Source: an optimization exercise on an open RTL-to-GDS flow (aim: small area). Production flows keep margins and buffers that such runs may drop.
At most, simulation tests tie the RTL to the original design; equivalence was not proved.
Power is estimated from default activity; no workload was simulated.

Setup of v2:
// rv32i_alu
module rv32i_alu (
    input  logic                        i_clk,
    input  logic                        i_rst_n,
    input  logic [14-1:0]       i_alu,
    input  logic [4:0]                  i_rs1_addr,
    input  logic [31:0]                 i_rs1,
    input  logic [31:0]                 i_rs2,
    input  logic [31:0]                 i_imm,
    input  logic [2:0]                  i_funct3,
    input  logic [11-1:0]    i_opcode,
    input  logic [4-1:0] i_exception,
    input  logic [31:0]                 i_pc,
    input  logic [4:0]                  i_rd_addr,
    input  logic                        i_ce,
    input  logic                        i_stall,
    input  logic                        i_force_stall,
    input  logic                        i_flush,
    output logic [4:0]                  o_rs1_addr,
    output logic [31:0]                 o_rs1,
    output logic [31:0]                 o_rs2,
    output logic [11:0]                 o_imm,
    output logic [2:0]                  o_funct3,
    output logic [11-1:0]    o_opcode,
    output logic [4-1:0] o_exception,
    output logic [31:0]                 o_y,
    output logic [31:0]                 o_pc,
    output logic [31:0]                 o_next_pc,
    output logic                        o_change_pc,
    output logic                        o_wr_rd,
    output logic [4:0]                  o_rd_addr,
    output logic [31:0]                 o_rd,
    output logic                        o_rd_valid,
    output logic                        o_stall_from_alu,
    output logic                        o_ce,
    output logic                        o_stall,
    output logic                        o_flush
);
clock: 9.0 ns
lec_check: 0
abc_area: 1
cap_margin: 20
core_margin: 2
core_utilization: 40
cts_cluster_diameter: 150
cts_cluster_size: 25
slew_margin: 20
standard.sh (not shown) runs the stock make flow with config.mk's settings and CLKGATE_MAP_FILE= SYNTH_SCRIPT=/design/flow/synth_recipe.tcl, a recipe that flattens the netlist after the stock synthesis.
==> flow/flow/run.sh <==
#!/bin/bash
# The standard layout (standard.sh), with two changes:
#  - synthesis runs flow/synth.tcl: the standard synthesis script with an area-oriented ABC script;
#  - the buffer that global placement puts on every input and output port is
#    sky130_fd_sc_hd__buf_1 instead of the one OpenROAD picks by default.
# The make output goes to flow_make.log; each ORFS step logs to orfs/logs/.
set -euo pipefail
cd "$(dirname "$0")/.."
bash standard.sh "SYNTH_SCRIPT=$PWD/flow/synth.tcl" \
  "BUFFER_PORTS_ARGS=-buffer_cell sky130_fd_sc_hd__buf_1" finish > flow_make.log 2>&1
==> flow/flow/area.abc <==
strash
dch
amap
topo
stime -c
buffer -c
upsize -c
dnsize -c
==> flow/flow/synth.tcl <==
# The standard synthesis script (synth_recipe.tcl in the work folder), with one change: the
# ABC pass maps the logic with flow/area.abc, an area-oriented script, instead of ORFS's own.
# Flip-flops are mapped before ABC runs, so the registers are those of the standard synthesis.
set my_flow_dir [file dirname [file normalize [info script]]]
proc abc {args} {
  set i [lsearch -exact $args -script]
  if {$i >= 0} { lset args [expr {$i + 1}] [file join $::my_flow_dir area.abc] }
  yosys abc {*}$args
}
source [file join [file dirname $my_flow_dir] synth_recipe.tcl]
The inputs of v26 differ from those of v2 as listed below.
-- flow/design.v --
<<< v2, line 321
    assign rd_d = ({32{s_rdy}} & yc) | ({32{cap & s_rdt}} & target) |
                  ({32{cap & s_rdp}} & pc4) | ({32{~cap}} & o_rd);
    always_ff @(posedge i_clk, negedge i_rst_n) begin
        if (!i_rst_n) begin
>>> v26, line 321
    assign rd_d = ({32{s_rdy}} & yc) | ({32{cap & s_rdt}} & target) |
                  ({32{cap & s_rdp}} & pc4) | ({32{~cap}} & o_rd);
    logic [3:0] op_enc, op_code;
    always_comb begin
        op_enc = 4'd0;
        for (int j = 0; j < 11; j++) op_enc = op_enc | (i_opcode[j] ? 4'(j + 1) : 4'd0);
    end
    always_comb for (int j = 0; j < 11; j++) o_opcode[j] = (op_code == 4'(j + 1));
    always_ff @(posedge i_clk, negedge i_rst_n) begin
        if (!i_rst_n) begin
<<< v2, line 337
    always_ff @(posedge i_clk) begin
        if (i_rst_n && capture) begin
            o_opcode   <= i_opcode;
            o_rs1_addr <= i_rs1_addr;
            o_rs1      <= i_rs1;
>>> v26, line 343
    always_ff @(posedge i_clk) begin
        if (i_rst_n && capture) begin
            op_code    <= op_enc;
            o_rs1_addr <= i_rs1_addr;
            o_rs1      <= i_rs1;
Findings:
- Timing, DRC, antenna: 0 failures across v2 and v26
- Compared with v2, v26 shows fmax that has gone down slightly.
- Comparing v2 and v26, the higher die outline area was measured on v2.
- Re CTS H-tree depth: v26 is 3 up on v2.
- v2 → v26: worst setup slack after layout went down 41 ps; share of total power in combinational logic shows a reduction of 1.1 points; share of the core filled with cells in the final layout +1.1 points; final cell count without fillers now larger.
- In the reports for v2 and v26, the smaller number of logic inverters in the finished layout belongs to v2.
- Compared with v2, v26 shows a higher post-synth net total.
- Normalized max-slew margin ended up 7.4 points higher on v26 than on v2.
- In the flow results for v2 and v26, the global-route usage is smaller on v2.
- For the non-clock buffer instance count of the final layout, v26 came in 6 lower than v2 did.
- Between v26 and v2, the total non-filler cell area in the finished layout figures differ only marginally.
Function not checked in v2: the RTL went through the layout flow alone.

==> separate check: timing with driven ports <==
No port has a modelled driver above. Below, the same layouts with a new extraction and two added sets of constraints. Step 1 (the two cells are an assumption about what drives the block):
set clk [get_ports {i_clk}]
set_driving_cell -lib_cell sky130_fd_sc_hd__clkbuf_16 $clk
set_driving_cell -lib_cell sky130_fd_sc_hd__buf_2 [delete_from_list [all_inputs] $clk]
Step 2 also shifts input and output timing later by t, the mid clock arrival at the registers, as if the neighbouring blocks saw the same clock. a / b / c = no drivers / after step 1 / after step 2; a / b = the first two.
| run | t, ns | setup WS [ns] | clock arrival spread, ns |
|---|---|---|---|
| v2 | 0.524 | 0.215 / 0.076 / 0.076 | 0.031 / 0.031 |
| v26 | 0.506 | 0.174 / 0.137 / 0.137 | 0.015 / 0.015 |
After both steps every run listed still meets setup and hold. For v2, which loses most, drivers alone change the setup slack by -0.139 ns; drivers and shift together by -0.139 ns.
